This design comes from an exercise in tuning for small area, a short achievable clock period and few clock cycles per item on the open sky130 flow, not from production work. No functional check of the RTL was part of any run shown here.

==> flow/design.v (outline; a module is shown in full before it is edited, if it fits) <==
// module sigmoid_unit: 593 lines
// module pfx_row_h3_11_11: 45 lines
// module pfx_row_h3_12_12: 51 lines
// module pfx_row_h3_13_13: 53 lines
// module pfx_row_h3_14_14: 57 lines
// module pfx_row_h3_15_15: 61 lines
// module pfx_row_bk_16_16: 67 lines
// module pfx_row_bk_17_16: 69 lines
// module pfx_row_h3_17_16: 67 lines
module sigmoid_unit (
    input  wire               clk,
    input  wire               rst,
    input  wire               in_valid,
    input  wire signed [15:0] net_in,
    output wire               out_valid,
    output wire signed [31:0] f_net,
    output wire signed [31:0] x,
    output wire signed [31:0] y,
    output wire signed [31:0] z
);
  // ...
==> flow/flow/run.sh <==
#!/bin/bash
set -euo pipefail
export BUFFER_PORTS_ARGS="-buffer_cell sky130_fd_sc_hd__buf_1"
# one tie cell drives all constant outputs
export SKIP_REPAIR_TIE_FANOUT=1
bash standard.sh > standard.log 2>&1
==> flow/standard.sh <==
#!/bin/bash
# synth_recipe.tcl (not shown) runs the flow's synth.tcl, then flattens the netlist and writes it again
# the make line also repeats each setting of config.mk as NAME=value (left out here)
make -C /OpenROAD-flow-scripts/flow DESIGN_CONFIG=/design/flow/config.mk WORK_HOME=/design/flow/orfs CLKGATE_MAP_FILE= SYNTH_SCRIPT=/design/flow/synth_recipe.tcl "${@:-finish}"
==> flow/config.mk <==
export PLATFORM = sky130hd
export DESIGN_NAME = sigmoid_unit
export DESIGN_NICKNAME = sigmoid_unit
export VERILOG_FILES = /design/flow/design.v
export SDC_FILE = /design/flow/constraint.sdc
export NUM_CORES = 4
export LEC_CHECK = 0
export ABC_AREA = 1
export CAP_MARGIN = 20
export CORE_MARGIN = 2
export CORE_UTILIZATION = 40
export CTS_BUF_LIST = sky130_fd_sc_hd__clkbuf_4 sky130_fd_sc_hd__clkbuf_8
export SLEW_MARGIN = 20
==> flow/constraint.sdc <==
create_clock -name core_clock -period 62.0 [get_ports {clk}]
set_input_delay 12.4000 -clock core_clock [delete_from_list [all_inputs] [get_ports {clk}]]
set_output_delay 12.4000 -clock core_clock [all_outputs]
set_load 0.01 [all_outputs]
==> results.cfg, run 1 <==
[cells_and_area]
multi_input_comb_cells = 1078
drive_above_1_share = 0.0425
seq_share = 0.177
layout_commonest_cell = nand2_1
layout.nets = 1763
syn2layout_area_growth_pct = 2.57
clkbuf_count = 9
inv_count = 226
regMostFlops = xr

[logic_synthesis]
synth-main-ff-cell = dfxtp_1
synthAdderAreaFrac = 0.294
synth_xor_area_frac = 0.0706
synth-seq-area-share = 0.181
yosysMostFrequentCell = nand2_1
synth.top_cell.area_share = 0.181
netlist_area_mm2 = 0.0114
synth-edff-count = 0

[worst_hold_path]
hold_end = vo
min_delay_path_depth = 2

[global_routing]
grtUsageMet1 = 0.217
grt_pass1_vias = 8703
gr-usage-met2 = 0.306

[cts]
cts_setup_buffers = 0
cts_resized = 0

[drt]
drtIter0Drc = 513
viasPerCell = 4.77
ant_nets = 0

[flow_run]
drv_cap = 0

[worst_setup_path]
endpoint = y[28]
max_stage_delay_ns = 0.41
worstSetupPathType = reg2out
cp-start-kind = flip-flop
cp.arrival_ns = 0.97

[status]
outcome = timing/DRC/antenna clean

[timing]
finClkSkew_ns = 0.0181
==> module sigmoid_unit, before the edit <==
module sigmoid_unit (
    input  wire               clk,
    input  wire               rst,
    input  wire               in_valid,
    input  wire signed [15:0] net_in,
    output wire               out_valid,
    output wire signed [31:0] f_net,
    output wire signed [31:0] x,
    output wire signed [31:0] y,
    output wire signed [31:0] z
);
reg [15:0] net_q;
reg        v0;
always @(posedge clk) begin
    net_q <= net_in;
    v0    <= in_valid & ~rst;
end
wire        s0 = net_q[15];
wire [15:0] d0 = ((net_q ^ {16{s0}}) + {15'd0, s0} + 16'd1000);
wire [10:0] tk9 = 11'd1953;
wire [10:0] df9;
wire        ge9;
pfx_row_h3_11_11 row9 (.t(tk9), .d(d0[10:0]), .hz(~|d0[15:11]), .ge(ge9), .r(df9));
wire [10:0] tr9 = df9;
wire [11:0] tk8 = {tr9, 1'b0};
wire [11:0] df8;
wire        ge8;
pfx_row_h3_12_12 row8 (.t(tk8), .d(d0[11:0]), .hz(~|d0[15:12]), .ge(ge8), .r(df8));
wire [11:0] tr8 = df8;
wire [12:0] tk7 = {tr8, 1'b0};
wire [12:0] df7;
wire        ge7;
pfx_row_h3_13_13 row7 (.t(tk7), .d(d0[12:0]), .hz(~|d0[15:13]), .ge(ge7), .r(df7));
wire [12:0] tr7 = df7;
wire [13:0] tk6 = {tr7, 1'b0};
wire [13:0] df6;
wire        ge6;
pfx_row_h3_14_14 row6 (.t(tk6), .d(d0[13:0]), .hz(~|d0[15:14]), .ge(ge6), .r(df6));
wire [13:0] tr6 = df6;
wire [14:0] tk5 = {tr6, 1'b1};
wire [14:0] df5;
wire        ge5;
pfx_row_h3_15_15 row5 (.t(tk5), .d(d0[14:0]), .hz(~|d0[15:15]), .ge(ge5), .r(df5));
wire [14:0] tr5 = df5;
reg [15:0] d1;
reg        s1;
reg        v1;
reg [14:0] t1;
reg        q9_1;
reg        q8_1;
reg        q7_1;
reg        q6_1;
reg        q5_1;
always @(posedge clk) begin
    d1 <= d0;
    s1 <= s0;
    v1 <= v0 & ~rst;
    t1 <= tr5;
    q9_1 <= ge9;
    q8_1 <= ge8;
    q7_1 <= ge7;
    q6_1 <= ge6;
    q5_1 <= ge5;
end
wire [15:0] tk4 = {t1, 1'b1};
wire [15:0] df4;
wire        ge4;
pfx_row_bk_16_16 row4 (.t(tk4), .d(d1[15:0]), .hz(1'b1), .ge(ge4), .r(df4));
wire [15:0] tr4 = df4;
wire [16:0] tk3 = {tr4, 1'b1};
wire [15:0] df3;
wire        ge3;
pfx_row_bk_17_16 row3 (.t(tk3), .d(d1[15:0]), .hz(1'b1), .ge(ge3), .r(df3));
wire [15:0] tr3 = df3;
wire [16:0] tk2 = {tr3, 1'b1};
wire [15:0] df2;
wire        ge2;
pfx_row_bk_17_16 row2 (.t(tk2), .d(d1[15:0]), .hz(1'b1), .ge(ge2), .r(df2));
wire [15:0] tr2 = df2;
wire [16:0] tk1 = {tr2, 1'b1};
wire [15:0] df1;
wire        ge1;
pfx_row_bk_17_16 row1 (.t(tk1), .d(d1[15:0]), .hz(1'b1), .ge(ge1), .r(df1));
wire [15:0] tr1 = df1;
wire [16:0] tk0 = {tr1, 1'b1};
wire [15:0] df0;
wire        ge0;
pfx_row_h3_17_16 row0 (.t(tk0), .d(d1[15:0]), .hz(1'b1), .ge(ge0), .r(df0));
wire [8:0]  qh = {q9_1, q8_1, q7_1, q6_1, q5_1, ge4, ge3, ge2, ge1};
wire        q0 = ge0;
wire [8:0] v;
wire [9:0] v_p, v_g;
assign v_g[0] = 1'b0; assign v_p[0] = 1'b0;
assign v_p[1] = (~qh[0]) ^ (1'b0); assign v_g[1] = (~qh[0]) & (1'b0);
assign v_p[2] = (~qh[1]) ^ (1'b0); assign v_g[2] = (~qh[1]) & (1'b0);
assign v_p[3] = (~qh[2]) ^ (1'b1); assign v_g[3] = (~qh[2]) & (1'b1);
assign v_p[4] = (~qh[3]) ^ (1'b0); assign v_g[4] = (~qh[3]) & (1'b0);
assign v_p[5] = (~qh[4]) ^ (1'b1); assign v_g[5] = (~qh[4]) & (1'b1);
assign v_p[6] = (~qh[5]) ^ (1'b1); assign v_g[6] = (~qh[5]) & (1'b1);
assign v_p[7] = (~qh[6]) ^ (1'b1); assign v_g[7] = (~qh[6]) & (1'b1);
assign v_p[8] = (~qh[7]) ^ (1'b1); assign v_g[8] = (~qh[7]) & (1'b1);
assign v_p[9] = (~qh[8]) ^ (1'b1); assign v_g[9] = (~qh[8]) & (1'b1);
wire v_g0_1 = v_g[1] | (v_p[1] & v_g[0]);
wire v_p0_1 = v_p[1] & v_p[0];
wire v_g0_3 = v_g[3] | (v_p[3] & v_g[2]);
wire v_p0_3 = v_p[3] & v_p[2];
wire v_g0_5 = v_g[5] | (v_p[5] & v_g[4]);
wire v_p0_5 = v_p[5] & v_p[4];
wire v_g0_7 = v_g[7] | (v_p[7] & v_g[6]);
wire v_p0_7 = v_p[7] & v_p[6];
wire v_g0_9 = v_g[9] | (v_p[9] & v_g[8]);
wire v_p0_9 = v_p[9] & v_p[8];
wire v_g1_2 = v_g[2] | (v_p[2] & v_g0_1);
wire v_p1_2 = v_p[2] & v_p0_1;
wire v_g1_3 = v_g0_3 | (v_p0_3 & v_g0_1);
wire v_p1_3 = v_p0_3 & v_p0_1;
wire v_g1_6 = v_g[6] | (v_p[6] & v_g0_5);
wire v_p1_6 = v_p[6] & v_p0_5;
wire v_g1_7 = v_g0_7 | (v_p0_7 & v_g0_5);
wire v_p1_7 = v_p0_7 & v_p0_5;
wire v_g2_4 = v_g[4] | (v_p[4] & v_g1_3);
wire v_p2_4 = v_p[4] & v_p1_3;
wire v_g2_5 = v_g0_5 | (v_p0_5 & v_g1_3);
wire v_p2_5 = v_p0_5 & v_p1_3;
wire v_g2_6 = v_g1_6 | (v_p1_6 & v_g1_3);
wire v_p2_6 = v_p1_6 & v_p1_3;
wire v_g2_7 = v_g1_7 | (v_p1_7 & v_g1_3);
wire v_p2_7 = v_p1_7 & v_p1_3;
wire v_g3_8 = v_g[8] | (v_p[8] & v_g2_7);
wire v_p3_8 = v_p[8] & v_p2_7;
wire v_g3_9 = v_g0_9 | (v_p0_9 & v_g2_7);
wire v_p3_9 = v_p0_9 & v_p2_7;
assign v[0] = v_p[1] ^ v_g[0];
assign v[1] = v_p[2] ^ v_g0_1;
assign v[2] = v_p[3] ^ v_g1_2;
assign v[3] = v_p[4] ^ v_g1_3;
assign v[4] = v_p[5] ^ v_g2_4;
assign v[5] = v_p[6] ^ v_g2_5;
assign v[6] = v_p[7] ^ v_g2_6;
assign v[7] = v_p[8] ^ v_g2_7;
assign v[8] = v_p[9] ^ v_g3_8;
wire [9:0] nv;
wire [10:0] nv_p, nv_g;
assign nv_g[0] = 1'b0; assign nv_p[0] = 1'b0;
assign nv_p[1] = (qh[0]) ^ (1'b1); assign nv_g[1] = (qh[0]) & (1'b1);
assign nv_p[2] = (qh[1]) ^ (1'b0); assign nv_g[2] = (qh[1]) & (1'b0);
assign nv_p[3] = (qh[2]) ^ (1'b1); assign nv_g[3] = (qh[2]) & (1'b1);
assign nv_p[4] = (qh[3]) ^ (1'b1); assign nv_g[4] = (qh[3]) & (1'b1);
assign nv_p[5] = (qh[4]) ^ (1'b0); assign nv_g[5] = (qh[4]) & (1'b0);
assign nv_p[6] = (qh[5]) ^ (1'b0); assign nv_g[6] = (qh[5]) & (1'b0);
assign nv_p[7] = (qh[6]) ^ (1'b0); assign nv_g[7] = (qh[6]) & (1'b0);
assign nv_p[8] = (qh[7]) ^ (1'b0); assign nv_g[8] = (qh[7]) & (1'b0);
assign nv_p[9] = (qh[8]) ^ (1'b0); assign nv_g[9] = (qh[8]) & (1'b0);
assign nv_p[10] = (1'b0) ^ (1'b1); assign nv_g[10] = (1'b0) & (1'b1);
wire nv_g0_1 = nv_g[1] | (nv_p[1] & nv_g[0]);
wire nv_p0_1 = nv_p[1] & nv_p[0];
wire nv_g0_3 = nv_g[3] | (nv_p[3] & nv_g[2]);
wire nv_p0_3 = nv_p[3] & nv_p[2];
wire nv_g0_5 = nv_g[5] | (nv_p[5] & nv_g[4]);
wire nv_p0_5 = nv_p[5] & nv_p[4];
wire nv_g0_7 = nv_g[7] | (nv_p[7] & nv_g[6]);
wire nv_p0_7 = nv_p[7] & nv_p[6];
wire nv_g0_9 = nv_g[9] | (nv_p[9] & nv_g[8]);
wire nv_p0_9 = nv_p[9] & nv_p[8];
wire nv_g1_2 = nv_g[2] | (nv_p[2] & nv_g0_1);
wire nv_p1_2 = nv_p[2] & nv_p0_1;
wire nv_g1_3 = nv_g0_3 | (nv_p0_3 & nv_g0_1);
wire nv_p1_3 = nv_p0_3 & nv_p0_1;
wire nv_g1_6 = nv_g[6] | (nv_p[6] & nv_g0_5);
wire nv_p1_6 = nv_p[6] & nv_p0_5;
wire nv_g1_7 = nv_g0_7 | (nv_p0_7 & nv_g0_5);
wire nv_p1_7 = nv_p0_7 & nv_p0_5;
wire nv_g1_10 = nv_g[10] | (nv_p[10] & nv_g0_9);
wire nv_p1_10 = nv_p[10] & nv_p0_9;
wire nv_g2_4 = nv_g[4] | (nv_p[4] & nv_g1_3);
wire nv_p2_4 = nv_p[4] & nv_p1_3;
wire nv_g2_5 = nv_g0_5 | (nv_p0_5 & nv_g1_3);
wire nv_p2_5 = nv_p0_5 & nv_p1_3;
wire nv_g2_6 = nv_g1_6 | (nv_p1_6 & nv_g1_3);
wire nv_p2_6 = nv_p1_6 & nv_p1_3;
wire nv_g2_7 = nv_g1_7 | (nv_p1_7 & nv_g1_3);
wire nv_p2_7 = nv_p1_7 & nv_p1_3;
wire nv_g3_8 = nv_g[8] | (nv_p[8] & nv_g2_7);
wire nv_p3_8 = nv_p[8] & nv_p2_7;
wire nv_g3_9 = nv_g0_9 | (nv_p0_9 & nv_g2_7);
wire nv_p3_9 = nv_p0_9 & nv_p2_7;
wire nv_g3_10 = nv_g1_10 | (nv_p1_10 & nv_g2_7);
wire nv_p3_10 = nv_p1_10 & nv_p2_7;
assign nv[0] = nv_p[1] ^ nv_g[0];
assign nv[1] = nv_p[2] ^ nv_g0_1;
assign nv[2] = nv_p[3] ^ nv_g1_2;
assign nv[3] = nv_p[4] ^ nv_g1_3;
assign nv[4] = nv_p[5] ^ nv_g2_4;
assign nv[5] = nv_p[6] ^ nv_g2_5;
assign nv[6] = nv_p[7] ^ nv_g2_6;
assign nv[7] = nv_p[8] ^ nv_g2_7;
assign nv[8] = nv_p[9] ^ nv_g3_8;
assign nv[9] = nv_p[10] ^ nv_g3_9;
wire [9:0] zp;
wire [10:0] zp_p, zp_g;
assign zp_g[0] = 1'b0; assign zp_p[0] = 1'b0;
assign zp_p[1] = (~qh[0]) ^ (1'b0); assign zp_g[1] = (~qh[0]) & (1'b0);
assign zp_p[2] = (~qh[1]) ^ (1'b0); assign zp_g[2] = (~qh[1]) & (1'b0);
assign zp_p[3] = (~qh[2]) ^ (1'b0); assign zp_g[3] = (~qh[2]) & (1'b0);
assign zp_p[4] = (~qh[3]) ^ (1'b1); assign zp_g[4] = (~qh[3]) & (1'b1);
assign zp_p[5] = (~qh[4]) ^ (1'b0); assign zp_g[5] = (~qh[4]) & (1'b0);
assign zp_p[6] = (~qh[5]) ^ (1'b1); assign zp_g[6] = (~qh[5]) & (1'b1);
assign zp_p[7] = (~qh[6]) ^ (1'b1); assign zp_g[7] = (~qh[6]) & (1'b1);
assign zp_p[8] = (~qh[7]) ^ (1'b1); assign zp_g[8] = (~qh[7]) & (1'b1);
assign zp_p[9] = (~qh[8]) ^ (1'b1); assign zp_g[9] = (~qh[8]) & (1'b1);
assign zp_p[10] = (1'b1) ^ (1'b1); assign zp_g[10] = (1'b1) & (1'b1);
wire zp_g0_1 = zp_g[1] | (zp_p[1] & zp_g[0]);
wire zp_p0_1 = zp_p[1] & zp_p[0];
wire zp_g0_3 = zp_g[3] | (zp_p[3] & zp_g[2]);
wire zp_p0_3 = zp_p[3] & zp_p[2];
wire zp_g0_5 = zp_g[5] | (zp_p[5] & zp_g[4]);
wire zp_p0_5 = zp_p[5] & zp_p[4];
wire zp_g0_7 = zp_g[7] | (zp_p[7] & zp_g[6]);
wire zp_p0_7 = zp_p[7] & zp_p[6];
wire zp_g0_9 = zp_g[9] | (zp_p[9] & zp_g[8]);
wire zp_p0_9 = zp_p[9] & zp_p[8];
wire zp_g1_2 = zp_g[2] | (zp_p[2] & zp_g0_1);
wire zp_p1_2 = zp_p[2] & zp_p0_1;
wire zp_g1_3 = zp_g0_3 | (zp_p0_3 & zp_g0_1);
wire zp_p1_3 = zp_p0_3 & zp_p0_1;
wire zp_g1_6 = zp_g[6] | (zp_p[6] & zp_g0_5);
wire zp_p1_6 = zp_p[6] & zp_p0_5;
wire zp_g1_7 = zp_g0_7 | (zp_p0_7 & zp_g0_5);
wire zp_p1_7 = zp_p0_7 & zp_p0_5;
wire zp_g1_10 = zp_g[10] | (zp_p[10] & zp_g0_9);
wire zp_p1_10 = zp_p[10] & zp_p0_9;
wire zp_g2_4 = zp_g[4] | (zp_p[4] & zp_g1_3);
wire zp_p2_4 = zp_p[4] & zp_p1_3;
wire zp_g2_5 = zp_g0_5 | (zp_p0_5 & zp_g1_3);
wire zp_p2_5 = zp_p0_5 & zp_p1_3;
wire zp_g2_6 = zp_g1_6 | (zp_p1_6 & zp_g1_3);
wire zp_p2_6 = zp_p1_6 & zp_p1_3;
wire zp_g2_7 = zp_g1_7 | (zp_p1_7 & zp_g1_3);
wire zp_p2_7 = zp_p1_7 & zp_p1_3;
wire zp_g3_8 = zp_g[8] | (zp_p[8] & zp_g2_7);
wire zp_p3_8 = zp_p[8] & zp_p2_7;
wire zp_g3_9 = zp_g0_9 | (zp_p0_9 & zp_g2_7);
wire zp_p3_9 = zp_p0_9 & zp_p2_7;
wire zp_g3_10 = zp_g1_10 | (zp_p1_10 & zp_g2_7);
wire zp_p3_10 = zp_p1_10 & zp_p2_7;
assign zp[0] = zp_p[1] ^ zp_g[0];
assign zp[1] = zp_p[2] ^ zp_g0_1;
assign zp[2] = zp_p[3] ^ zp_g1_2;
assign zp[3] = zp_p[4] ^ zp_g1_3;
assign zp[4] = zp_p[5] ^ zp_g2_4;
assign zp[5] = zp_p[6] ^ zp_g2_5;
assign zp[6] = zp_p[7] ^ zp_g2_6;
assign zp[7] = zp_p[8] ^ zp_g2_7;
assign zp[8] = zp_p[9] ^ zp_g3_8;
assign zp[9] = zp_p[10] ^ zp_g3_9;
wire [9:0] qh1;
wire [10:0] qh1_p, qh1_g;
assign qh1_g[0] = 1'b1; assign qh1_p[0] = 1'b0;
assign qh1_p[1] = (qh[0]) ^ (1'b0); assign qh1_g[1] = (qh[0]) & (1'b0);
assign qh1_p[2] = (qh[1]) ^ (1'b0); assign qh1_g[2] = (qh[1]) & (1'b0);
assign qh1_p[3] = (qh[2]) ^ (1'b0); assign qh1_g[3] = (qh[2]) & (1'b0);
assign qh1_p[4] = (qh[3]) ^ (1'b0); assign qh1_g[4] = (qh[3]) & (1'b0);
assign qh1_p[5] = (qh[4]) ^ (1'b0); assign qh1_g[5] = (qh[4]) & (1'b0);
assign qh1_p[6] = (qh[5]) ^ (1'b0); assign qh1_g[6] = (qh[5]) & (1'b0);
assign qh1_p[7] = (qh[6]) ^ (1'b0); assign qh1_g[7] = (qh[6]) & (1'b0);
assign qh1_p[8] = (qh[7]) ^ (1'b0); assign qh1_g[8] = (qh[7]) & (1'b0);
assign qh1_p[9] = (qh[8]) ^ (1'b0); assign qh1_g[9] = (qh[8]) & (1'b0);
assign qh1_p[10] = (1'b0) ^ (1'b0); assign qh1_g[10] = (1'b0) & (1'b0);
wire qh1_g0_1 = qh1_g[1] | (qh1_p[1] & qh1_g[0]);
wire qh1_p0_1 = qh1_p[1] & qh1_p[0];
wire qh1_g0_3 = qh1_g[3] | (qh1_p[3] & qh1_g[2]);
wire qh1_p0_3 = qh1_p[3] & qh1_p[2];
wire qh1_g0_5 = qh1_g[5] | (qh1_p[5] & qh1_g[4]);
wire qh1_p0_5 = qh1_p[5] & qh1_p[4];
wire qh1_g0_7 = qh1_g[7] | (qh1_p[7] & qh1_g[6]);
wire qh1_p0_7 = qh1_p[7] & qh1_p[6];
wire qh1_g0_9 = qh1_g[9] | (qh1_p[9] & qh1_g[8]);
wire qh1_p0_9 = qh1_p[9] & qh1_p[8];
wire qh1_g1_2 = qh1_g[2] | (qh1_p[2] & qh1_g0_1);
wire qh1_p1_2 = qh1_p[2] & qh1_p0_1;
wire qh1_g1_3 = qh1_g0_3 | (qh1_p0_3 & qh1_g0_1);
wire qh1_p1_3 = qh1_p0_3 & qh1_p0_1;
wire qh1_g1_6 = qh1_g[6] | (qh1_p[6] & qh1_g0_5);
wire qh1_p1_6 = qh1_p[6] & qh1_p0_5;
wire qh1_g1_7 = qh1_g0_7 | (qh1_p0_7 & qh1_g0_5);
wire qh1_p1_7 = qh1_p0_7 & qh1_p0_5;
wire qh1_g1_10 = qh1_g[10] | (qh1_p[10] & qh1_g0_9);
wire qh1_p1_10 = qh1_p[10] & qh1_p0_9;
wire qh1_g2_4 = qh1_g[4] | (qh1_p[4] & qh1_g1_3);
wire qh1_p2_4 = qh1_p[4] & qh1_p1_3;
wire qh1_g2_5 = qh1_g0_5 | (qh1_p0_5 & qh1_g1_3);
wire qh1_p2_5 = qh1_p0_5 & qh1_p1_3;
wire qh1_g2_6 = qh1_g1_6 | (qh1_p1_6 & qh1_g1_3);
wire qh1_p2_6 = qh1_p1_6 & qh1_p1_3;
wire qh1_g2_7 = qh1_g1_7 | (qh1_p1_7 & qh1_g1_3);
wire qh1_p2_7 = qh1_p1_7 & qh1_p1_3;
wire qh1_g3_8 = qh1_g[8] | (qh1_p[8] & qh1_g2_7);
wire qh1_p3_8 = qh1_p[8] & qh1_p2_7;
wire qh1_g3_9 = qh1_g0_9 | (qh1_p0_9 & qh1_g2_7);
wire qh1_p3_9 = qh1_p0_9 & qh1_p2_7;
wire qh1_g3_10 = qh1_g1_10 | (qh1_p1_10 & qh1_g2_7);
wire qh1_p3_10 = qh1_p1_10 & qh1_p2_7;
assign qh1[0] = qh1_p[1] ^ qh1_g[0];
assign qh1[1] = qh1_p[2] ^ qh1_g0_1;
assign qh1[2] = qh1_p[3] ^ qh1_g1_2;
assign qh1[3] = qh1_p[4] ^ qh1_g1_3;
assign qh1[4] = qh1_p[5] ^ qh1_g2_4;
assign qh1[5] = qh1_p[6] ^ qh1_g2_5;
assign qh1[6] = qh1_p[7] ^ qh1_g2_6;
assign qh1[7] = qh1_p[8] ^ qh1_g2_7;
assign qh1[8] = qh1_p[9] ^ qh1_g3_8;
assign qh1[9] = qh1_p[10] ^ qh1_g3_9;
wire [9:0]  yv  = s1 ? (q0 ? {nv[8:0], 1'b0} : {~v, 1'b1}) : {v, ~q0};
wire [9:0]  zv  = s1 ? (q0 ? qh1 : {1'b0, qh}) : zp;
wire        yneg0 = s1 & (d1 >= 16'd1002);
wire        yneg1 = s1 & (d1 != 16'd1001);
wire        yneg2 = s1 & ((|d1[15:10]) | (d1[9:0] >= 10'd1002));
wire        yneg3 = s1 & (d1[15:1] != 15'd500);
wire [15:0] nn;
wire [16:0] nn_p, nn_g;
assign nn_g[0] = 1'b0; assign nn_p[0] = 1'b0;
assign nn_p[1] = (d1[0] ^ s1) ^ (s1); assign nn_g[1] = (d1[0] ^ s1) & (s1);
assign nn_p[2] = (d1[1] ^ s1) ^ (1'b0); assign nn_g[2] = (d1[1] ^ s1) & (1'b0);
assign nn_p[3] = (d1[2] ^ s1) ^ (1'b0); assign nn_g[3] = (d1[2] ^ s1) & (1'b0);
assign nn_p[4] = (d1[3] ^ s1) ^ (1'b1); assign nn_g[4] = (d1[3] ^ s1) & (1'b1);
assign nn_p[5] = (d1[4] ^ s1) ^ (~s1); assign nn_g[5] = (d1[4] ^ s1) & (~s1);
assign nn_p[6] = (d1[5] ^ s1) ^ (s1); assign nn_g[6] = (d1[5] ^ s1) & (s1);
assign nn_p[7] = (d1[6] ^ s1) ^ (s1); assign nn_g[7] = (d1[6] ^ s1) & (s1);
assign nn_p[8] = (d1[7] ^ s1) ^ (s1); assign nn_g[8] = (d1[7] ^ s1) & (s1);
assign nn_p[9] = (d1[8] ^ s1) ^ (s1); assign nn_g[9] = (d1[8] ^ s1) & (s1);
assign nn_p[10] = (d1[9] ^ s1) ^ (s1); assign nn_g[10] = (d1[9] ^ s1) & (s1);
assign nn_p[11] = (d1[10] ^ s1) ^ (~s1); assign nn_g[11] = (d1[10] ^ s1) & (~s1);
assign nn_p[12] = (d1[11] ^ s1) ^ (~s1); assign nn_g[12] = (d1[11] ^ s1) & (~s1);
assign nn_p[13] = (d1[12] ^ s1) ^ (~s1); assign nn_g[13] = (d1[12] ^ s1) & (~s1);
assign nn_p[14] = (d1[13] ^ s1) ^ (~s1); assign nn_g[14] = (d1[13] ^ s1) & (~s1);
assign nn_p[15] = (d1[14] ^ s1) ^ (~s1); assign nn_g[15] = (d1[14] ^ s1) & (~s1);
assign nn_p[16] = (d1[15] ^ s1) ^ (~s1); assign nn_g[16] = (d1[15] ^ s1) & (~s1);
wire nn_g0_1 = nn_g[1] | (nn_p[1] & nn_g[0]);
wire nn_p0_1 = nn_p[1] & nn_p[0];
wire nn_g1_2 = nn_g[2] | (nn_p[2] & nn_g0_1);
wire nn_p1_2 = nn_p[2] & nn_p0_1;
wire nn_g2_3 = nn_g[3] | (nn_p[3] & nn_g1_2);
wire nn_p2_3 = nn_p[3] & nn_p1_2;
wire nn_g3_4 = nn_g[4] | (nn_p[4] & nn_g2_3);
wire nn_p3_4 = nn_p[4] & nn_p2_3;
wire nn_g4_5 = nn_g[5] | (nn_p[5] & nn_g3_4);
wire nn_p4_5 = nn_p[5] & nn_p3_4;
wire nn_g5_6 = nn_g[6] | (nn_p[6] & nn_g4_5);
wire nn_p5_6 = nn_p[6] & nn_p4_5;
wire nn_g6_7 = nn_g[7] | (nn_p[7] & nn_g5_6);
wire nn_p6_7 = nn_p[7] & nn_p5_6;
wire nn_g7_8 = nn_g[8] | (nn_p[8] & nn_g6_7);
wire nn_p7_8 = nn_p[8] & nn_p6_7;
wire nn_g8_9 = nn_g[9] | (nn_p[9] & nn_g7_8);
wire nn_p8_9 = nn_p[9] & nn_p7_8;
wire nn_g9_10 = nn_g[10] | (nn_p[10] & nn_g8_9);
wire nn_p9_10 = nn_p[10] & nn_p8_9;
wire nn_g10_11 = nn_g[11] | (nn_p[11] & nn_g9_10);
wire nn_p10_11 = nn_p[11] & nn_p9_10;
wire nn_g11_12 = nn_g[12] | (nn_p[12] & nn_g10_11);
wire nn_p11_12 = nn_p[12] & nn_p10_11;
wire nn_g12_13 = nn_g[13] | (nn_p[13] & nn_g11_12);
wire nn_p12_13 = nn_p[13] & nn_p11_12;
wire nn_g13_14 = nn_g[14] | (nn_p[14] & nn_g12_13);
wire nn_p13_14 = nn_p[14] & nn_p12_13;
wire nn_g14_15 = nn_g[15] | (nn_p[15] & nn_g13_14);
wire nn_p14_15 = nn_p[15] & nn_p13_14;
wire nn_g15_16 = nn_g[16] | (nn_p[16] & nn_g14_15);
wire nn_p15_16 = nn_p[16] & nn_p14_15;
assign nn[0] = nn_p[1] ^ nn_g[0];
assign nn[1] = nn_p[2] ^ nn_g0_1;
assign nn[2] = nn_p[3] ^ nn_g1_2;
assign nn[3] = nn_p[4] ^ nn_g2_3;
assign nn[4] = nn_p[5] ^ nn_g3_4;
assign nn[5] = nn_p[6] ^ nn_g4_5;
assign nn[6] = nn_p[7] ^ nn_g5_6;
assign nn[7] = nn_p[8] ^ nn_g6_7;
assign nn[8] = nn_p[9] ^ nn_g7_8;
assign nn[9] = nn_p[10] ^ nn_g8_9;
assign nn[10] = nn_p[11] ^ nn_g9_10;
assign nn[11] = nn_p[12] ^ nn_g10_11;
assign nn[12] = nn_p[13] ^ nn_g11_12;
assign nn[13] = nn_p[14] ^ nn_g12_13;
assign nn[14] = nn_p[15] ^ nn_g13_14;
assign nn[15] = nn_p[16] ^ nn_g14_15;
wire [21:0] n22  = {{6{s1}}, nn};
wire [21:0] x1;
wire [22:0] x1_p, x1_g;
assign x1_g[0] = 1'b0; assign x1_p[0] = 1'b0;
assign x1_p[1] = (n22[0]) ^ (1'b0); assign x1_g[1] = (n22[0]) & (1'b0);
assign x1_p[2] = (n22[1]) ^ (1'b0); assign x1_g[2] = (n22[1]) & (1'b0);
assign x1_p[3] = (n22[2]) ^ (1'b0); assign x1_g[3] = (n22[2]) & (1'b0);
assign x1_p[4] = (n22[3]) ^ (1'b0); assign x1_g[4] = (n22[3]) & (1'b0);
assign x1_p[5] = (n22[4]) ^ (1'b0); assign x1_g[5] = (n22[4]) & (1'b0);
assign x1_p[6] = (n22[5]) ^ (1'b0); assign x1_g[6] = (n22[5]) & (1'b0);
assign x1_p[7] = (n22[6]) ^ (1'b0); assign x1_g[7] = (n22[6]) & (1'b0);
assign x1_p[8] = (n22[7]) ^ (n22[0]); assign x1_g[8] = (n22[7]) & (n22[0]);
assign x1_p[9] = (n22[8]) ^ (n22[1]); assign x1_g[9] = (n22[8]) & (n22[1]);
assign x1_p[10] = (n22[9]) ^ (n22[2]); assign x1_g[10] = (n22[9]) & (n22[2]);
assign x1_p[11] = (n22[10]) ^ (n22[3]); assign x1_g[11] = (n22[10]) & (n22[3]);
assign x1_p[12] = (n22[11]) ^ (n22[4]); assign x1_g[12] = (n22[11]) & (n22[4]);
assign x1_p[13] = (n22[12]) ^ (n22[5]); assign x1_g[13] = (n22[12]) & (n22[5]);
assign x1_p[14] = (n22[13]) ^ (n22[6]); assign x1_g[14] = (n22[13]) & (n22[6]);
assign x1_p[15] = (n22[14]) ^ (n22[7]); assign x1_g[15] = (n22[14]) & (n22[7]);
assign x1_p[16] = (n22[15]) ^ (n22[8]); assign x1_g[16] = (n22[15]) & (n22[8]);
assign x1_p[17] = (n22[16]) ^ (n22[9]); assign x1_g[17] = (n22[16]) & (n22[9]);
assign x1_p[18] = (n22[17]) ^ (n22[10]); assign x1_g[18] = (n22[17]) & (n22[10]);
assign x1_p[19] = (n22[18]) ^ (n22[11]); assign x1_g[19] = (n22[18]) & (n22[11]);
assign x1_p[20] = (n22[19]) ^ (n22[12]); assign x1_g[20] = (n22[19]) & (n22[12]);
assign x1_p[21] = (n22[20]) ^ (n22[13]); assign x1_g[21] = (n22[20]) & (n22[13]);
assign x1_p[22] = (n22[21]) ^ (n22[14]); assign x1_g[22] = (n22[21]) & (n22[14]);
wire x1_g0_1 = x1_g[1] | (x1_p[1] & x1_g[0]);
wire x1_p0_1 = x1_p[1] & x1_p[0];
wire x1_g1_2 = x1_g[2] | (x1_p[2] & x1_g0_1);
wire x1_p1_2 = x1_p[2] & x1_p0_1;
wire x1_g2_3 = x1_g[3] | (x1_p[3] & x1_g1_2);
wire x1_p2_3 = x1_p[3] & x1_p1_2;
wire x1_g3_4 = x1_g[4] | (x1_p[4] & x1_g2_3);
wire x1_p3_4 = x1_p[4] & x1_p2_3;
wire x1_g4_5 = x1_g[5] | (x1_p[5] & x1_g3_4);
wire x1_p4_5 = x1_p[5] & x1_p3_4;
wire x1_g5_6 = x1_g[6] | (x1_p[6] & x1_g4_5);
wire x1_p5_6 = x1_p[6] & x1_p4_5;
wire x1_g6_7 = x1_g[7] | (x1_p[7] & x1_g5_6);
wire x1_p6_7 = x1_p[7] & x1_p5_6;
wire x1_g7_8 = x1_g[8] | (x1_p[8] & x1_g6_7);
wire x1_p7_8 = x1_p[8] & x1_p6_7;
wire x1_g8_9 = x1_g[9] | (x1_p[9] & x1_g7_8);
wire x1_p8_9 = x1_p[9] & x1_p7_8;
wire x1_g9_10 = x1_g[10] | (x1_p[10] & x1_g8_9);
wire x1_p9_10 = x1_p[10] & x1_p8_9;
wire x1_g10_11 = x1_g[11] | (x1_p[11] & x1_g9_10);
wire x1_p10_11 = x1_p[11] & x1_p9_10;
wire x1_g11_12 = x1_g[12] | (x1_p[12] & x1_g10_11);
wire x1_p11_12 = x1_p[12] & x1_p10_11;
wire x1_g12_13 = x1_g[13] | (x1_p[13] & x1_g11_12);
wire x1_p12_13 = x1_p[13] & x1_p11_12;
wire x1_g13_14 = x1_g[14] | (x1_p[14] & x1_g12_13);
wire x1_p13_14 = x1_p[14] & x1_p12_13;
wire x1_g14_15 = x1_g[15] | (x1_p[15] & x1_g13_14);
wire x1_p14_15 = x1_p[15] & x1_p13_14;
wire x1_g15_16 = x1_g[16] | (x1_p[16] & x1_g14_15);
wire x1_p15_16 = x1_p[16] & x1_p14_15;
wire x1_g16_17 = x1_g[17] | (x1_p[17] & x1_g15_16);
wire x1_p16_17 = x1_p[17] & x1_p15_16;
wire x1_g17_18 = x1_g[18] | (x1_p[18] & x1_g16_17);
wire x1_p17_18 = x1_p[18] & x1_p16_17;
wire x1_g18_19 = x1_g[19] | (x1_p[19] & x1_g17_18);
wire x1_p18_19 = x1_p[19] & x1_p17_18;
wire x1_g19_20 = x1_g[20] | (x1_p[20] & x1_g18_19);
wire x1_p19_20 = x1_p[20] & x1_p18_19;
wire x1_g20_21 = x1_g[21] | (x1_p[21] & x1_g19_20);
wire x1_p20_21 = x1_p[21] & x1_p19_20;
wire x1_g21_22 = x1_g[22] | (x1_p[22] & x1_g20_21);
wire x1_p21_22 = x1_p[22] & x1_p20_21;
assign x1[0] = x1_p[1] ^ x1_g[0];
assign x1[1] = x1_p[2] ^ x1_g0_1;
assign x1[2] = x1_p[3] ^ x1_g1_2;
assign x1[3] = x1_p[4] ^ x1_g2_3;
assign x1[4] = x1_p[5] ^ x1_g3_4;
assign x1[5] = x1_p[6] ^ x1_g4_5;
assign x1[6] = x1_p[7] ^ x1_g5_6;
assign x1[7] = x1_p[8] ^ x1_g6_7;
assign x1[8] = x1_p[9] ^ x1_g7_8;
assign x1[9] = x1_p[10] ^ x1_g8_9;
assign x1[10] = x1_p[11] ^ x1_g9_10;
assign x1[11] = x1_p[12] ^ x1_g10_11;
assign x1[12] = x1_p[13] ^ x1_g11_12;
assign x1[13] = x1_p[14] ^ x1_g12_13;
assign x1[14] = x1_p[15] ^ x1_g13_14;
assign x1[15] = x1_p[16] ^ x1_g14_15;
assign x1[16] = x1_p[17] ^ x1_g15_16;
assign x1[17] = x1_p[18] ^ x1_g16_17;
assign x1[18] = x1_p[19] ^ x1_g17_18;
assign x1[19] = x1_p[20] ^ x1_g18_19;
assign x1[20] = x1_p[21] ^ x1_g19_20;
assign x1[21] = x1_p[22] ^ x1_g20_21;
wire [21:0] xx;
wire [22:0] xx_p, xx_g;
assign xx_g[0] = 1'b1; assign xx_p[0] = 1'b0;
assign xx_p[1] = (x1[0]) ^ (1'b1); assign xx_g[1] = (x1[0]) & (1'b1);
assign xx_p[2] = (x1[1]) ^ (1'b1); assign xx_g[2] = (x1[1]) & (1'b1);
assign xx_p[3] = (x1[2]) ^ (~n22[0]); assign xx_g[3] = (x1[2]) & (~n22[0]);
assign xx_p[4] = (x1[3]) ^ (~n22[1]); assign xx_g[4] = (x1[3]) & (~n22[1]);
assign xx_p[5] = (x1[4]) ^ (~n22[2]); assign xx_g[5] = (x1[4]) & (~n22[2]);
assign xx_p[6] = (x1[5]) ^ (~n22[3]); assign xx_g[6] = (x1[5]) & (~n22[3]);
assign xx_p[7] = (x1[6]) ^ (~n22[4]); assign xx_g[7] = (x1[6]) & (~n22[4]);
assign xx_p[8] = (x1[7]) ^ (~n22[5]); assign xx_g[8] = (x1[7]) & (~n22[5]);
assign xx_p[9] = (x1[8]) ^ (~n22[6]); assign xx_g[9] = (x1[8]) & (~n22[6]);
assign xx_p[10] = (x1[9]) ^ (~n22[7]); assign xx_g[10] = (x1[9]) & (~n22[7]);
assign xx_p[11] = (x1[10]) ^ (~n22[8]); assign xx_g[11] = (x1[10]) & (~n22[8]);
assign xx_p[12] = (x1[11]) ^ (~n22[9]); assign xx_g[12] = (x1[11]) & (~n22[9]);
assign xx_p[13] = (x1[12]) ^ (~n22[10]); assign xx_g[13] = (x1[12]) & (~n22[10]);
assign xx_p[14] = (x1[13]) ^ (~n22[11]); assign xx_g[14] = (x1[13]) & (~n22[11]);
assign xx_p[15] = (x1[14]) ^ (~n22[12]); assign xx_g[15] = (x1[14]) & (~n22[12]);
assign xx_p[16] = (x1[15]) ^ (~n22[13]); assign xx_g[16] = (x1[15]) & (~n22[13]);
assign xx_p[17] = (x1[16]) ^ (~n22[14]); assign xx_g[17] = (x1[16]) & (~n22[14]);
assign xx_p[18] = (x1[17]) ^ (~n22[15]); assign xx_g[18] = (x1[17]) & (~n22[15]);
assign xx_p[19] = (x1[18]) ^ (~n22[16]); assign xx_g[19] = (x1[18]) & (~n22[16]);
assign xx_p[20] = (x1[19]) ^ (~n22[17]); assign xx_g[20] = (x1[19]) & (~n22[17]);
assign xx_p[21] = (x1[20]) ^ (~n22[18]); assign xx_g[21] = (x1[20]) & (~n22[18]);
assign xx_p[22] = (x1[21]) ^ (~n22[19]); assign xx_g[22] = (x1[21]) & (~n22[19]);
wire xx_g0_1 = xx_g[1] | (xx_p[1] & xx_g[0]);
wire xx_p0_1 = xx_p[1] & xx_p[0];
wire xx_g1_2 = xx_g[2] | (xx_p[2] & xx_g0_1);
wire xx_p1_2 = xx_p[2] & xx_p0_1;
wire xx_g2_3 = xx_g[3] | (xx_p[3] & xx_g1_2);
wire xx_p2_3 = xx_p[3] & xx_p1_2;
wire xx_g3_4 = xx_g[4] | (xx_p[4] & xx_g2_3);
wire xx_p3_4 = xx_p[4] & xx_p2_3;
wire xx_g4_5 = xx_g[5] | (xx_p[5] & xx_g3_4);
wire xx_p4_5 = xx_p[5] & xx_p3_4;
wire xx_g5_6 = xx_g[6] | (xx_p[6] & xx_g4_5);
wire xx_p5_6 = xx_p[6] & xx_p4_5;
wire xx_g6_7 = xx_g[7] | (xx_p[7] & xx_g5_6);
wire xx_p6_7 = xx_p[7] & xx_p5_6;
wire xx_g7_8 = xx_g[8] | (xx_p[8] & xx_g6_7);
wire xx_p7_8 = xx_p[8] & xx_p6_7;
wire xx_g8_9 = xx_g[9] | (xx_p[9] & xx_g7_8);
wire xx_p8_9 = xx_p[9] & xx_p7_8;
wire xx_g9_10 = xx_g[10] | (xx_p[10] & xx_g8_9);
wire xx_p9_10 = xx_p[10] & xx_p8_9;
wire xx_g10_11 = xx_g[11] | (xx_p[11] & xx_g9_10);
wire xx_p10_11 = xx_p[11] & xx_p9_10;
wire xx_g11_12 = xx_g[12] | (xx_p[12] & xx_g10_11);
wire xx_p11_12 = xx_p[12] & xx_p10_11;
wire xx_g12_13 = xx_g[13] | (xx_p[13] & xx_g11_12);
wire xx_p12_13 = xx_p[13] & xx_p11_12;
wire xx_g13_14 = xx_g[14] | (xx_p[14] & xx_g12_13);
wire xx_p13_14 = xx_p[14] & xx_p12_13;
wire xx_g14_15 = xx_g[15] | (xx_p[15] & xx_g13_14);
wire xx_p14_15 = xx_p[15] & xx_p13_14;
wire xx_g15_16 = xx_g[16] | (xx_p[16] & xx_g14_15);
wire xx_p15_16 = xx_p[16] & xx_p14_15;
wire xx_g16_17 = xx_g[17] | (xx_p[17] & xx_g15_16);
wire xx_p16_17 = xx_p[17] & xx_p15_16;
wire xx_g17_18 = xx_g[18] | (xx_p[18] & xx_g16_17);
wire xx_p17_18 = xx_p[18] & xx_p16_17;
wire xx_g18_19 = xx_g[19] | (xx_p[19] & xx_g17_18);
wire xx_p18_19 = xx_p[19] & xx_p17_18;
wire xx_g19_20 = xx_g[20] | (xx_p[20] & xx_g18_19);
wire xx_p19_20 = xx_p[20] & xx_p18_19;
wire xx_g20_21 = xx_g[21] | (xx_p[21] & xx_g19_20);
wire xx_p20_21 = xx_p[21] & xx_p19_20;
wire xx_g21_22 = xx_g[22] | (xx_p[22] & xx_g20_21);
wire xx_p21_22 = xx_p[22] & xx_p20_21;
assign xx[0] = xx_p[1] ^ xx_g[0];
assign xx[1] = xx_p[2] ^ xx_g0_1;
assign xx[2] = xx_p[3] ^ xx_g1_2;
assign xx[3] = xx_p[4] ^ xx_g2_3;
assign xx[4] = xx_p[5] ^ xx_g3_4;
assign xx[5] = xx_p[6] ^ xx_g4_5;
assign xx[6] = xx_p[7] ^ xx_g5_6;
assign xx[7] = xx_p[8] ^ xx_g6_7;
assign xx[8] = xx_p[9] ^ xx_g7_8;
assign xx[9] = xx_p[10] ^ xx_g8_9;
assign xx[10] = xx_p[11] ^ xx_g9_10;
assign xx[11] = xx_p[12] ^ xx_g10_11;
assign xx[12] = xx_p[13] ^ xx_g11_12;
assign xx[13] = xx_p[14] ^ xx_g12_13;
assign xx[14] = xx_p[15] ^ xx_g13_14;
assign xx[15] = xx_p[16] ^ xx_g14_15;
assign xx[16] = xx_p[17] ^ xx_g15_16;
assign xx[17] = xx_p[18] ^ xx_g16_17;
assign xx[18] = xx_p[19] ^ xx_g17_18;
assign xx[19] = xx_p[20] ^ xx_g18_19;
assign xx[20] = xx_p[21] ^ xx_g19_20;
assign xx[21] = xx_p[22] ^ xx_g20_21;
reg        vo;
reg [2:0] xs;
reg [3:0] ys;
reg [21:0] xr;
reg [9:0]  yr;
reg [9:0]  zr;
always @(posedge clk) begin
    vo <= v1 & ~rst;
    xs[0] <= s1;
    xs[1] <= s1 & (d1 != 16'd1000);
    xs[2] <= nn[15];
    ys[0] <= yneg0;
    ys[1] <= yneg1;
    ys[2] <= yneg2;
    ys[3] <= yneg3;
    xr <= xx;
    yr <= yv;
    zr <= zv;
end
assign out_valid = vo;
assign x     = {xs[0], xs[0], xs[0], xs[1], xs[1], xs[2], xs[2], xr, 3'b000};
assign y     = {ys[0], ys[0], ys[0], ys[0], ys[0], ys[0], ys[1], ys[1], ys[1], ys[1], ys[1], ys[2], ys[2], ys[2], ys[2], ys[2], ys[2], ys[3], ys[3], ys[3], ys[3], ys[3], yr};
assign z     = {21'd0, zr, yr[0]};
assign f_net = {22'd0, zr};
endmodule
==> run 2: changes to the inputs <==
--- a/flow/design.v
+++ b/flow/design.v
@@ -21,5 +21,5 @@
 wire [10:0] df9;
 wire        ge9;
-pfx_row_h3_11_11 row9 (.t(tk9), .d(d0[10:0]), .hz(~|d0[15:11]), .ge(ge9), .r(df9));
+pfx_row_rc_11_11 row9 (.t(tk9), .d(d0[10:0]), .hz(~|d0[15:11]), .ge(ge9), .r(df9));
 wire [10:0] tr9 = df9;
 wire [11:0] tk8 = {tr9, 1'b0};
@@ -86,5 +86,5 @@
 wire [15:0] df0;
 wire        ge0;
-pfx_row_h3_17_16 row0 (.t(tk0), .d(d1[15:0]), .hz(1'b1), .ge(ge0), .r(df0));
+pfx_row_bk_17_16 row0 (.t(tk0), .d(d1[15:0]), .hz(1'b1), .ge(ge0), .r(df0));
 wire [8:0]  qh = {q9_1, q8_1, q7_1, q6_1, q5_1, ge4, ge3, ge2, ge1};
 wire        q0 = ge0;
@@ -592,5 +592,5 @@
 assign f_net = {22'd0, zr};
 endmodule
-module pfx_row_h3_11_11 (
+module pfx_row_rc_11_11 (
     input  wire [10:0] t,
     input  wire [10:0] d,
@@ -604,34 +604,24 @@
 wire g0_1 = g[1] | (p[1] & g[0]);
 wire p0_1 = p[1] & p[0];
-wire g0_4 = g[4] | (p[4] & g[3]);
-wire p0_4 = p[4] & p[3];
-wire g0_7 = g[7] | (p[7] & g[6]);
-wire p0_7 = p[7] & p[6];
-wire g0_10 = g[10] | (p[10] & g[9]);
-wire p0_10 = p[10] & p[9];
 wire g1_2 = g[2] | (p[2] & g0_1);
 wire p1_2 = p[2] & p0_1;
-wire g1_5 = g[5] | (p[5] & g0_4);
-wire p1_5 = p[5] & p0_4;
-wire g1_8 = g[8] | (p[8] & g0_7);
-wire p1_8 = p[8] & p0_7;
-wire g2_5 = g1_5 | (p1_5 & g1_2);
-wire p2_5 = p1_5 & p1_2;
-wire g3_8 = g1_8 | (p1_8 & g2_5);
-wire p3_8 = p1_8 & p2_5;
-wire g4_3 = g[3] | (p[3] & g1_2);
-wire p4_3 = p[3] & p1_2;
-wire g4_4 = g0_4 | (p0_4 & g1_2);
-wire p4_4 = p0_4 & p1_2;
-wire g4_6 = g[6] | (p[6] & g2_5);
-wire p4_6 = p[6] & p2_5;
-wire g4_7 = g0_7 | (p0_7 & g2_5);
-wire p4_7 = p0_7 & p2_5;
-wire g4_9 = g[9] | (p[9] & g3_8);
-wire p4_9 = p[9] & p3_8;
-wire g4_10 = g0_10 | (p0_10 & g3_8);
-wire p4_10 = p0_10 & p3_8;
-wire [10:0] bi = {g4_9, g3_8, g4_7, g4_6, g2_5, g4_4, g4_3, g1_2, g0_1, g[0], 1'b0};
-assign ge = hz & ~g4_10;
+wire g2_3 = g[3] | (p[3] & g1_2);
+wire p2_3 = p[3] & p1_2;
+wire g3_4 = g[4] | (p[4] & g2_3);
+wire p3_4 = p[4] & p2_3;
+wire g4_5 = g[5] | (p[5] & g3_4);
+wire p4_5 = p[5] & p3_4;
+wire g5_6 = g[6] | (p[6] & g4_5);
+wire p5_6 = p[6] & p4_5;
+wire g6_7 = g[7] | (p[7] & g5_6);
+wire p6_7 = p[7] & p5_6;
+wire g7_8 = g[8] | (p[8] & g6_7);
+wire p7_8 = p[8] & p6_7;
+wire g8_9 = g[9] | (p[9] & g7_8);
+wire p8_9 = p[9] & p7_8;
+wire g9_10 = g[10] | (p[10] & g8_9);
+wire p9_10 = p[10] & p8_9;
+wire [10:0] bi = {g8_9, g7_8, g6_7, g5_6, g4_5, g3_4, g2_3, g1_2, g0_1, g[0], 1'b0};
+assign ge = hz & ~g9_10;
 wire [10:0] df = t ^ dd ^ bi;
 assign r  = ge ? df[10:0] : t[10:0];
@@ -994,70 +984,3 @@
 wire [16:0] df = t ^ dd ^ bi;
 assign r  = ge ? df[15:0] : t[15:0];
-endmodule
-module pfx_row_h3_17_16 (
-    input  wire [16:0] t,
-    input  wire [15:0] d,
-    input  wire        hz,
-    output wire        ge,
-    output wire [15:0] r
-);
-wire [16:0] dd = {1'd0, d};
-wire [16:0] p = ~(t ^ dd);    
-wire [16:0] g = ~t & dd;      
-wire g0_1 = g[1] | (p[1] & g[0]);
-wire p0_1 = p[1] & p[0];
-wire g0_4 = g[4] | (p[4] & g[3]);
-wire p0_4 = p[4] & p[3];
-wire g0_7 = g[7] | (p[7] & g[6]);
-wire p0_7 = p[7] & p[6];
-wire g0_10 = g[10] | (p[10] & g[9]);
-wire p0_10 = p[10] & p[9];
-wire g0_13 = g[13] | (p[13] & g[12]);
-wire p0_13 = p[13] & p[12];
-wire g0_16 = g[16] | (p[16] & g[15]);
-wire p0_16 = p[16] & p[15];
-wire g1_2 = g[2] | (p[2] & g0_1);
-wire p1_2 = p[2] & p0_1;
-wire g1_5 = g[5] | (p[5] & g0_4);
-wire p1_5 = p[5] & p0_4;
-wire g1_8 = g[8] | (p[8] & g0_7);
-wire p1_8 = p[8] & p0_7;
-wire g1_11 = g[11] | (p[11] & g0_10);
-wire p1_11 = p[11] & p0_10;
-wire g1_14 = g[14] | (p[14] & g0_13);
-wire p1_14 = p[14] & p0_13;
-wire g2_5 = g1_5 | (p1_5 & g1_2);
-wire p2_5 = p1_5 & p1_2;
-wire g2_11 = g1_11 | (p1_11 & g1_8);
-wire p2_11 = p1_11 & p1_8;
-wire g3_8 = g1_8 | (p1_8 & g2_5);
-wire p3_8 = p1_8 & p2_5;
-wire g3_11 = g2_11 | (p2_11 & g2_5);
-wire p3_11 = p2_11 & p2_5;
-wire g4_14 = g1_14 | (p1_14 & g3_11);
-wire p4_14 = p1_14 & p3_11;
-wire g5_3 = g[3] | (p[3] & g1_2);
-wire p5_3 = p[3] & p1_2;
-wire g5_4 = g0_4 | (p0_4 & g1_2);
-wire p5_4 = p0_4 & p1_2;
-wire g5_6 = g[6] | (p[6] & g2_5);
-wire p5_6 = p[6] & p2_5;
-wire g5_7 = g0_7 | (p0_7 & g2_5);
-wire p5_7 = p0_7 & p2_5;
-wire g5_9 = g[9] | (p[9] & g3_8);
-wire p5_9 = p[9] & p3_8;
-wire g5_10 = g0_10 | (p0_10 & g3_8);
-wire p5_10 = p0_10 & p3_8;
-wire g5_12 = g[12] | (p[12] & g3_11);
-wire p5_12 = p[12] & p3_11;
-wire g5_13 = g0_13 | (p0_13 & g3_11);
-wire p5_13 = p0_13 & p3_11;
-wire g5_15 = g[15] | (p[15] & g4_14);
-wire p5_15 = p[15] & p4_14;
-wire g5_16 = g0_16 | (p0_16 & g4_14);
-wire p5_16 = p0_16 & p4_14;
-wire [16:0] bi = {g5_15, g4_14, g5_13, g5_12, g3_11, g5_10, g5_9, g3_8, g5_7, g5_6, g2_5, g5_4, g5_3, g1_2, g0_1, g[0], 1'b0};
-assign ge = hz & ~g5_16;
-wire [16:0] df = t ^ dd ^ bi;
-assign r  = ge ? df[15:0] : t[15:0];
 endmodule
==> flow/flow/run.sh (replaced) <==
#!/bin/bash
set -euo pipefail
export BUFFER_PORTS_ARGS="-buffer_cell sky130_fd_sc_hd__buf_1"
bash standard.sh > standard.log 2>&1
--- a/flow/config.mk
+++ b/flow/config.mk
@@ -10,4 +10,3 @@
 export CORE_MARGIN = 2
 export CORE_UTILIZATION = 40
-export CTS_BUF_LIST = sky130_fd_sc_hd__clkbuf_4 sky130_fd_sc_hd__clkbuf_8
 export SLEW_MARGIN = 20
==> results.cfg, run 2 <==
[logic_synthesis]
synth-seq-area-share = 0.184
yosysMostFrequentCell = nand2_1
netlist_area_mm2 = 0.0112
synth-main-ff-cell = dfxtp_1
synth-edff-count = 0
synth_seq_cells = 103
synth_cells = 1468
synth_async_sr_flop_share = 0
synth_compound_area_frac = 0.0995
synthAdderAreaFrac = 0.303
synth_area_leaders = dfxtp_1 18%, ha_1 16%, fa_1 14%, nand2_1 12%, inv_1 6.3%
synth_top_family_by_area = adder cells
synth_area_leader_cell = dfxtp_1
synth_cell_types = 49
synth_xor_area_frac = 0.0632
synthesis.area_per_instance_um2 = 7.64
synth_commonest_cells = 356 x nand2_1, 189 x inv_1, 144 x ha_1
synth.area.mux_share = 0.000892
yosys_warnings = 1
synth.top_cell.area_share = 0.184
yosys.area_share.simple = 0.213

[worst_hold_path]
hp-class = reg2reg

[die]
chipHeight_um = 171
initial_core_util = 0.405
rows = 61
pin_count = 148
dieWidth_um = 171
dieArea_mm2 = 0.0294
core_mm2 = 0.0277

[worst_setup_path]
crit_buf_inv = 1
cp.arrival_ns = 0.94
worst_ep_required_time_ns = 49.60
max_stage_delay_ns = 0.40
crit_path_max_fanout = 6
path_cells = buf_1
cp-start-kind = flip-flop
cp_slowest_cell = dfxtp_1
critPathTopFamily = flip-flops
endpoint_kind = output port
worstSetupPathType = reg2out

[cts]
cts_tree = yes
clock_sinks = 103
cts_setup_buffers = 0
cts_root_buf = clkbuf_16
cts_buffers = 9
clk_latency_ns = 0.37
h-tree-depth = 3
ctsLongestPathBuffers = 2
clk_pin_slew_ns = 0.07
cts_resized = 0
holdBufCountCts = 0

[status]
outcome = timing/DRC/antenna clean

[cells_and_area]
layout_commonest_cell = nand2_1
regMostFlops = xr
largest_reg_flops = 22
drive_above_1_share = 0.0507
antenna_cells = 0
layout_common_cells = 356 x nand2_1, 189 x inv_1, 144 x ha_1
reg_top3 = xr (22), d1 (16), net_q (16)
fill_cells = 2833
final_area_mm2 = 0.0118
syn2layout_area_growth_pct = 5.08
layout.nets = 1758

[flow_run]
drv_cap = 0

[drt]
vias = 8857
drcViolationCount = 0
drt-total-wl_um = 23400
drtIter0Drc = 308
viasPerCell = 4.67
wire_per_inst_um = 12.3
first_pass_iters = 5
ant_nets = 0

[place]
detailed_place_hpwl_um = 19700
gp_congestion = 0.840
port_buffers = 101
pre_cts_ws_ns = 48.76
place_area_mm2 = 0.0115

[timing]
slew_violations = 0
max_clock_freq_mhz = 75.0
slew_headroom = 0.481
fin_ws_ns = 48.66
finClkSkew_ns = 0.00925
finalSetupViolCount = 0
rsz0062_at_grt = no
layout_min_cycle_time_ns = 13.34
hold_viol = 0
fin_tns_setup_ns = 0
min_period_over_period = 0.215
tightestPinTransition_ns = 0.774

[global_routing]
grt_first_pass_wirelength_um = 40900
grt_pass1_vias = 8969
antenna_found_initial = 0
grt_usage = 0.172
grt_max_degree = 51
grt_overflow = 0
==> run 2: cell count changes after synthesis, sizes merged, moves of 4 or more <==
cell,delta
inv,-27
nor3,-5
a31oi,-4
nand3,-7
o21ai,+7
a21oi,+6
nand2,-7
ha,+4
xnor2,-8
==> run 2: layout make-up <==
class,count,area (um2),share of cell area
multi-input combinational,1099,7800,0.661
sequential,103,2060,0.175
inverter,199,749,0.0636
tap,378,473,0.0401
timing repair buffer,103,394,0.0334
clock buffer,11,233,0.0197
clock inverter,5,82.6,0.00700
==> run 2: through the flow <==
| step | hold slack [ns] | utilization | cells |
|---|---|---|---|
| after global routing | 0.424 | 0.426 | 1898 |
| after floorplan | 0.367 | - | 1513 |
| after global placement | 0.391 | 0.414 | 1882 |
| after CTS | 0.412 | 0.426 | 1898 |
| after detailed placement | 0.399 | 0.414 | 1882 |
| final | 0.408 | 0.426 | 1898 |
==> run 2: cells by family (layout without fill, tap and decap cells) <==
logic type,Yosys count,count (layout)
multiplexers,1,1
adder cells (fa/ha/maj),224,224
flip-flops,103,103
AND/OR/NAND/NOR,551,551
AO/OA/AOI/OAI,196,196
XOR/XNOR,81,81
buffers and inverters,311,318
other,1,46
==> run 2: metal layers <==
| metal | up-vias | wire length (um) | track usage |
|---|---|---|---|
| met1 | 4012 | 10500 | 0.203 |
| met4 | 0 | 549 | 0.0619 |
| li1 | 4667 | - | - |
| met5 | - | 0 | 0 |
| met2 | 143 | 11600 | 0.314 |
| met3 | 35 | 733 | 0.0265 |
==> run 2: worst paths after layout <==
path	start	cells after the start	end	slack (ns)
min reg2reg	v1	2	vo	0.41
min	v1	2	vo	0.41
max	ys[2]	1	y[19]	48.66
max reg2reg	net_q[15]	69	t1[10]	48.83

[what the ideal ports hide]
How much do the figures lean on ideal ports? The routed layouts below were timed once more, with nothing changed but the port constraints.
Step 1 (the two cells are an assumption about what drives the block):
set clk [get_ports {clk}]
set_driving_cell -lib_cell sky130_fd_sc_hd__clkbuf_16 $clk
set_driving_cell -lib_cell sky130_fd_sc_hd__buf_2 [delete_from_list [all_inputs] $clk]
Step 2 times the ports against the registers' clock, not the clock port: input delays grow and output delays shrink by t, the midpoint of the rising clock arrivals with the driver on.
Three values: no drivers, after step 1, after step 2; two values: the first two.
run | t, ns | slack for setup (ns) | latest minus earliest clock arrival (ns) | worst data-port slew with drivers (ns)
run 1 | 0.431 | 48.630 / 48.589 / 49.020 | 0.018 / 0.018 | 0.04
run 2 | 0.410 | 48.663 / 48.614 / 48.835 | 0.010 / 0.009 | 0.04
After both steps every run listed still meets setup and hold.
